Source: an optimization exercise on an open RTL-to-GDS flow (aim: small area). Production flows keep margins and buffers that such runs may drop.
Only simulation tests tie the RTL to the original design; equivalence was not proved.
Power and IR drop assume default switching activity.

==> inputs of v32 <==
==> flow/design.v (excerpt) <==
module fifo#(parameter DEPTH = 16,
             parameter WIDTH = 16)(
    input logic clk,
    input logic rst,
    input logic push_i,
    input logic [WIDTH-1:0] push_data_i,
    input logic pop_i,
    output logic [WIDTH-1:0] pop_data_i,
    output logic fifo_full,
    output logic fifo_empty);
==> module fifo, before the edit <==
module fifo#(parameter DEPTH = 16,
             parameter WIDTH = 16)(
    input logic clk,
    input logic rst,
    input logic push_i,
    input logic [WIDTH-1:0] push_data_i,
    input logic pop_i,
    output logic [WIDTH-1:0] pop_data_i,
    output logic fifo_full,
    output logic fifo_empty);
  localparam AW = $clog2(DEPTH);
  logic [DEPTH-1:0][WIDTH-1:0] mem_queue;
  logic [AW:0] rd_ptr, wr_ptr;
  logic low_eq;
  assign low_eq     = (rd_ptr[AW-1:0] == wr_ptr[AW-1:0]);
  assign fifo_full  = low_eq & (rd_ptr[AW] ^ wr_ptr[AW]);
  assign fifo_empty = low_eq & ~(rd_ptr[AW] ^ wr_ptr[AW]);
  logic push, pop;
  assign push = push_i & ~rst;
  assign pop  = pop_i & ~rst;
  always_ff @(posedge clk) begin
    if (rst) begin
      rd_ptr <= '0;
      wr_ptr <= '0;
    end else begin
      if (push_i) wr_ptr <= wr_ptr + 1'b1;
      if (pop_i)  rd_ptr <= rd_ptr + 1'b1;
    end
  end
  logic [DEPTH-1:0] wsel, we, keep;
  always_comb begin
    for (int w = 0; w < DEPTH; w++) begin
      wsel[w] = (wr_ptr[AW-1:0] == w[AW-1:0]);
      we[w]   = wsel[w] & push;
      keep[w] = ~wsel[w] | (fifo_full & ~push);
    end
  end
  always_ff @(posedge clk) begin
    for (int w = 0; w < DEPTH; w++)
      mem_queue[w] <= (mem_queue[w] & {WIDTH{keep[w]}}) |
                      (push_data_i & {WIDTH{we[w]}});
  end
  logic [DEPTH-1:0] rsel;
  logic [WIDTH-1:0] rdata;
  always_comb begin
    rdata = pop_data_i & {WIDTH{~pop}};
    for (int w = 0; w < DEPTH; w++) begin
      rsel[w] = (rd_ptr[AW-1:0] == w[AW-1:0]) & pop;
      rdata   = rdata | (mem_queue[w] & {WIDTH{rsel[w]}});
    end
  end
  always_ff @(posedge clk)
    pop_data_i <= rdata;
endmodule
Settings: LEC_CHECK=0, CAP_MARGIN=20, CORE_MARGIN=2, CORE_UTILIZATION=65, CTS_BUF_LIST=sky130_fd_sc_hd__clkbuf_16, CTS_CLUSTER_DIAMETER=60, CTS_CLUSTER_SIZE=30, SLEW_MARGIN=20; clock period 5.0 ns.
run.sh (not shown) runs the stock make flow with config.mk's settings and CLKGATE_MAP_FILE= SYNTH_SCRIPT=/design/flow/synth_recipe.tcl, a recipe that flattens the netlist after the stock synthesis.
==> v20: changes against v32 <==
==> flow/design.v (replaced) <==
module fifo#(parameter DEPTH = 16,
             parameter WIDTH = 16)(
    input logic clk,
    input logic rst,
    input logic push_i,
    input logic [WIDTH-1:0] push_data_i,
    input logic pop_i,
    output logic [WIDTH-1:0] pop_data_i,
    output logic fifo_full,
    output logic fifo_empty);
  logic [15:0][WIDTH-1:0] mem_queue, mem_next;
  logic [4:0] rd_ptr, wr_ptr, rd_next, wr_next;
  logic [15:0] we, keep, rsel;
  logic hold_out;
  logic [WIDTH-1:0] rdata;
  fifo_ctrl u_ctrl (
    .rst(rst), .push_i(push_i), .pop_i(pop_i),
    .rd_ptr(rd_ptr), .wr_ptr(wr_ptr),
    .rd_next(rd_next), .wr_next(wr_next),
    .we(we), .keep(keep), .rsel(rsel), .hold_out(hold_out),
    .fifo_full(fifo_full), .fifo_empty(fifo_empty));
  for (genvar w = 0; w < 16; w++) begin : g_word
    for (genvar b = 0; b < WIDTH; b++) begin : g_bit
      fifo_store_bit u_bit (
        .q(mem_queue[w][b]), .keep(keep[w]), .d(push_data_i[b]), .we(we[w]),
        .n(mem_next[w][b]));
    end
  end
  for (genvar b = 0; b < WIDTH; b++) begin : g_rd
    logic [15:0] col;
    for (genvar w = 0; w < 16; w++) begin : g_col
      assign col[w] = mem_queue[w][b];
    end
    fifo_read_bit u_rd (
      .m(col), .sel(rsel), .q(pop_data_i[b]), .hold(hold_out), .n(rdata[b]));
  end
  always_ff @(posedge clk) begin
    rd_ptr <= rd_next;
    wr_ptr <= wr_next;
    mem_queue <= mem_next;
    pop_data_i <= rdata;
  end
endmodule
module fifo_store_bit (
    input logic q, keep, d, we,
    output logic n);
  assign n = (q & keep) | (d & we);
endmodule
module fifo_read_bit (
    input logic [15:0] m,
    input logic [15:0] sel,
    input logic q, hold,
    output logic n);
  logic [5:0] t;
  for (genvar k = 0; k < 5; k++) begin : g_aoi
    fifo_aoi222 u_aoi (
      .a1(m[3*k]), .a2(sel[3*k]), .b1(m[3*k+1]), .b2(sel[3*k+1]),
      .c1(m[3*k+2]), .c2(sel[3*k+2]), .y(t[k]));
  end
  fifo_aoi22 u_aoi5 (.a1(m[15]), .a2(sel[15]), .b1(q), .b2(hold), .y(t[5]));
  assign n = ~(t[0] & t[1] & t[2]) | ~(t[3] & t[4] & t[5]);
endmodule
module fifo_aoi222 (
    input logic a1, a2, b1, b2, c1, c2,
    output logic y);
  assign y = ~((a1 & a2) | (b1 & b2) | (c1 & c2));
endmodule
module fifo_aoi22 (
    input logic a1, a2, b1, b2,
    output logic y);
  assign y = ~((a1 & a2) | (b1 & b2));
endmodule
module fifo_ctrl (
    input logic rst, push_i, pop_i,
    input logic [4:0] rd_ptr, wr_ptr,
    output logic [4:0] rd_next, wr_next,
    output logic [15:0] we, keep, rsel,
    output logic hold_out,
    output logic fifo_full, fifo_empty);
  logic low_eq, push, pop, hold_full;
  assign low_eq     = (rd_ptr[3:0] == wr_ptr[3:0]);
  assign fifo_full  = low_eq & (rd_ptr[4] ^ wr_ptr[4]);
  assign fifo_empty = low_eq & ~(rd_ptr[4] ^ wr_ptr[4]);
  assign push = push_i & ~rst;
  assign pop  = pop_i & ~rst;
  assign hold_full = fifo_full & ~push;
  assign hold_out = ~pop;
  fifo_count u_wr (.rst(rst), .inc(push_i), .p(wr_ptr), .n(wr_next));
  fifo_count u_rd (.rst(rst), .inc(pop_i), .p(rd_ptr), .n(rd_next));
  logic [3:0] w_lo_we_n, w_hi_n, w_lo_clr, w_hi, r_lo_n, r_hi_n;
  always_comb begin
    for (int j = 0; j < 4; j++) begin
      w_lo_we_n[j] = ~((wr_ptr[1:0] == j[1:0]) & push);
      w_hi_n[j]    = ~(wr_ptr[3:2] == j[1:0]);
      w_lo_clr[j]  = (wr_ptr[1:0] == j[1:0]) & ~hold_full;
      w_hi[j]      = (wr_ptr[3:2] == j[1:0]);
      r_lo_n[j]    = ~((rd_ptr[1:0] == j[1:0]) & pop);
      r_hi_n[j]    = ~(rd_ptr[3:2] == j[1:0]);
    end
  end
  for (genvar w = 0; w < 16; w++) begin : g_sel
    fifo_nor2 u_we (.a(w_lo_we_n[w % 4]), .b(w_hi_n[w / 4]), .y(we[w]));
    fifo_nand2 u_keep (.a(w_lo_clr[w % 4]), .b(w_hi[w / 4]), .y(keep[w]));
    fifo_nor2 u_rs (.a(r_lo_n[w % 4]), .b(r_hi_n[w / 4]), .y(rsel[w]));
  end
endmodule
module fifo_count (
    input logic rst, inc,
    input logic [4:0] p,
    output logic [4:0] n);
  assign n = rst ? 5'd0 : p + {4'd0, inc};
endmodule
module fifo_nor2 (
    input logic a, b,
    output logic y);
  assign y = ~(a | b);
endmodule
module fifo_nand2 (
    input logic a, b,
    output logic y);
  assign y = ~(a & b);
endmodule
==> flow/flow/run.sh (new file) <==
#!/bin/bash
set -e
here=$(pwd)
export BUFFER_PORTS_ARGS="-buffer_cell sky130_fd_sc_hd__buf_1"
export PRE_RESIZE_TCL="$here/flow/downsize.tcl"
export CTS_ARGS="-sink_clustering_enable -repair_clock_nets -dont_use_dummy_load -buf_list sky130_fd_sc_hd__clkbuf_8 -sink_clustering_size 16 -sink_clustering_max_diameter 50"
bash standard.sh > standard.log 2>&1
==> flow/flow/downsize.tcl (new file) <==
# Before placement repair: set every combinational cell to its smallest
# drive strength. repair_design (run right after this by ORFS) and the
# later timing repair size up only what slew, capacitance or timing need.
set db [ord::get_db]
set n 0
foreach inst [[ord::get_db_block] getInsts] {
  set m [$inst getMaster]
  set name [$m getName]
  if {[$m getType] ne "CORE"} { continue }
  if {![regexp {^(sky130_fd_sc_hd__[a-z0-9]+)_([0-9]+)$} $name -> base size]} { continue }
  if {$size <= 1} { continue }
  if {[regexp {^sky130_fd_sc_hd__(df|edf|sdf|dl|clk)} $name]} { continue }
  set small [$db findMaster ${base}_1]
  if {$small eq "NULL" || $small eq ""} { continue }
  if {[$small getWidth] >= [$m getWidth]} { continue }
  $inst swapMaster $small
  incr n
}
puts "downsize.tcl: $n cells set to drive strength 1"
==> flow/standard.sh (new file) <==
#!/bin/bash
# synth_recipe.tcl (not shown) runs the flow's synth.tcl, then flattens the netlist and writes it again
# the make line also repeats each setting of config.mk as NAME=value (left out here)
make -C /OpenROAD-flow-scripts/flow DESIGN_CONFIG=/design/flow/config.mk WORK_HOME=/design/flow/orfs CLKGATE_MAP_FILE= SYNTH_SCRIPT=/design/flow/synth_recipe.tcl "${@:-finish}"
Settings changed: CTS_BUF_LIST sky130_fd_sc_hd__clkbuf_16 to not set, CTS_CLUSTER_DIAMETER 60 to not set, CTS_CLUSTER_SIZE 30 to not set, SYNTH_HIERARCHICAL set to 1.
removed: flow/run.sh
==> v10: changes against v32 <==
==> flow/design.v (replaced) <==
module fifo#(parameter DEPTH = 16,
             parameter WIDTH = 16)(
  	input logic clk,
  	input logic rst,
  	input logic push_i,
    input logic [WIDTH-1:0] push_data_i,
  	input logic pop_i,
    output logic [WIDTH-1:0] pop_data_i,
    output logic fifo_full,
    output logic fifo_empty);
  localparam addr_bits = $clog2(DEPTH);
  localparam PUSH_ONLY = 2'b10;
  localparam POP_ONLY = 2'b01;
  localparam PUSH_AND_POP = 2'b11;
  logic [DEPTH-1:0][WIDTH-1:0] mem_queue;
  logic [addr_bits:0] rd_ptr, wr_ptr, nxt_rd_ptr, nxt_wr_ptr;
  logic [addr_bits:0] max_index_ptr, min_index_ptr;
  assign max_index_ptr = {1'b1,{addr_bits{1'b0}}};
  assign min_index_ptr = {addr_bits+1{1'b0}};
  assign fifo_full = (rd_ptr[addr_bits] != wr_ptr[addr_bits] ) && (rd_ptr[addr_bits-1:0] == wr_ptr[addr_bits-1:0] );
  assign fifo_empty = (rd_ptr == wr_ptr);
  assign nxt_rd_ptr = rd_ptr + {{addr_bits{1'b0}},1'b1};
  assign nxt_wr_ptr = wr_ptr + {{addr_bits{1'b0}},1'b1};
  always@(posedge clk) begin
    if (rst) begin
      rd_ptr <= {addr_bits+1{1'b0}};
      wr_ptr <= {addr_bits+1{1'b0}};
    end
    else begin
      case({push_i,pop_i})
        PUSH_ONLY: begin
          mem_queue[wr_ptr[addr_bits-1:0]] <= push_data_i;          
		  wr_ptr <= nxt_wr_ptr;
        end
        POP_ONLY: begin 
          pop_data_i <= mem_queue[rd_ptr[addr_bits-1:0]];
          rd_ptr <= nxt_rd_ptr;
        end
        PUSH_AND_POP: begin
          mem_queue[wr_ptr[addr_bits-1:0]] <= push_data_i;
          pop_data_i <= mem_queue[rd_ptr[addr_bits-1:0]];
          wr_ptr <= nxt_wr_ptr;
          rd_ptr <= nxt_rd_ptr;
        end
      endcase
    end
  end
endmodule
Settings changed: CORE_UTILIZATION 65 to 40, CTS_BUF_LIST sky130_fd_sc_hd__clkbuf_16 to not set, CTS_CLUSTER_DIAMETER 60 to not set, CTS_CLUSTER_SIZE 30 to not set.
==> notes <==
Of v32 and v10, v10 has the higher sequential share of layout area (gap 5.0 points).
Wire length: v20 is smaller than v32 (about 26%).
The lowest total power belongs to v20, the highest to v10.
The highest clock power belongs to v10, the lowest to v20.
Between v32 and v20, the lower die area is in v20 (gap about 10%, measured against v20).
Non-clock buffer count, highest first: v32, v20, v10.
Register-to-register slack, highest first: v20, v32, v10.
v20 went through all stages and came out clean. v10 went through all stages and came out clean. v32 finished clean.
==> figures <==
metric	v20	v10	v32
Worst slew pin tran	1.13 ns	1.12 ns	1.28 ns
Critical path start-end classification	input port to flip-flop	flip-flop to flip-flop	flip-flop to primary output
Met1 GRT Util	0.541	0.259	0.553
Cell count after synthesis	785	798	930
Part of the Yosys area used for sequential elements	0.576	0.595	0.523
Cell internal power dissipation	2.91 mW	4.17 mW	3.31 mW
Number of inverters outside the clock class in the layout	5	4	7
Standard-cell rows	44	68	47
Comb power frac	0.075	0.094	0.103
Logic power comb	0.288 mW	0.502 mW	0.460 mW
Switching share of power	0.241	0.224	0.261
Cell count after placement	1,015	1,231	1,115
Outcome	timing/DRC/antenna clean	timing/DRC/antenna clean	timing/DRC/antenna clean
Taps Inserted	184	455	220
P_sw	0.921 mW	1.20 mW	1.17 mW

re-timing with driven ports:
No port has a modelled driver above. Below, the same layouts with a new extraction and two added sets of constraints.
Step 1 assumes that a clkbuf_16 drives the clock port and a buf_2 every other input.
Step 2 adds t to the input delays and takes it off the output delays; t is the mean of the earliest and latest rising clock arrival at the registers after step 1. Input paths then give back, and output paths get back, about the clock's delay inside the block.
Three values: ideal ports, drivers, drivers and shift; two values: the first two.
run	t (ns)	setup slack, ns	hold slack, ns	worst register clock-pin slew, ns	worst data-port slew with drivers (ns)
v32	0.552	1.336 / 1.288 / 0.883	0.468 / 0.468 / 0.468	0.10 / 0.10	0.04
v20	0.564	1.599 / 1.614 / 1.050	0.492 / 0.492 / 0.492	0.10 / 0.10	0.04
v10	0.595	1.640 / 1.602 / 1.640	0.542 / 0.542 / 0.542	0.06 / 0.06	0.09
After both steps every run listed still meets setup and hold. The setup slack of v20, which loses most, moves by +0.015 ns with the drivers and by -0.549 ns with both steps.
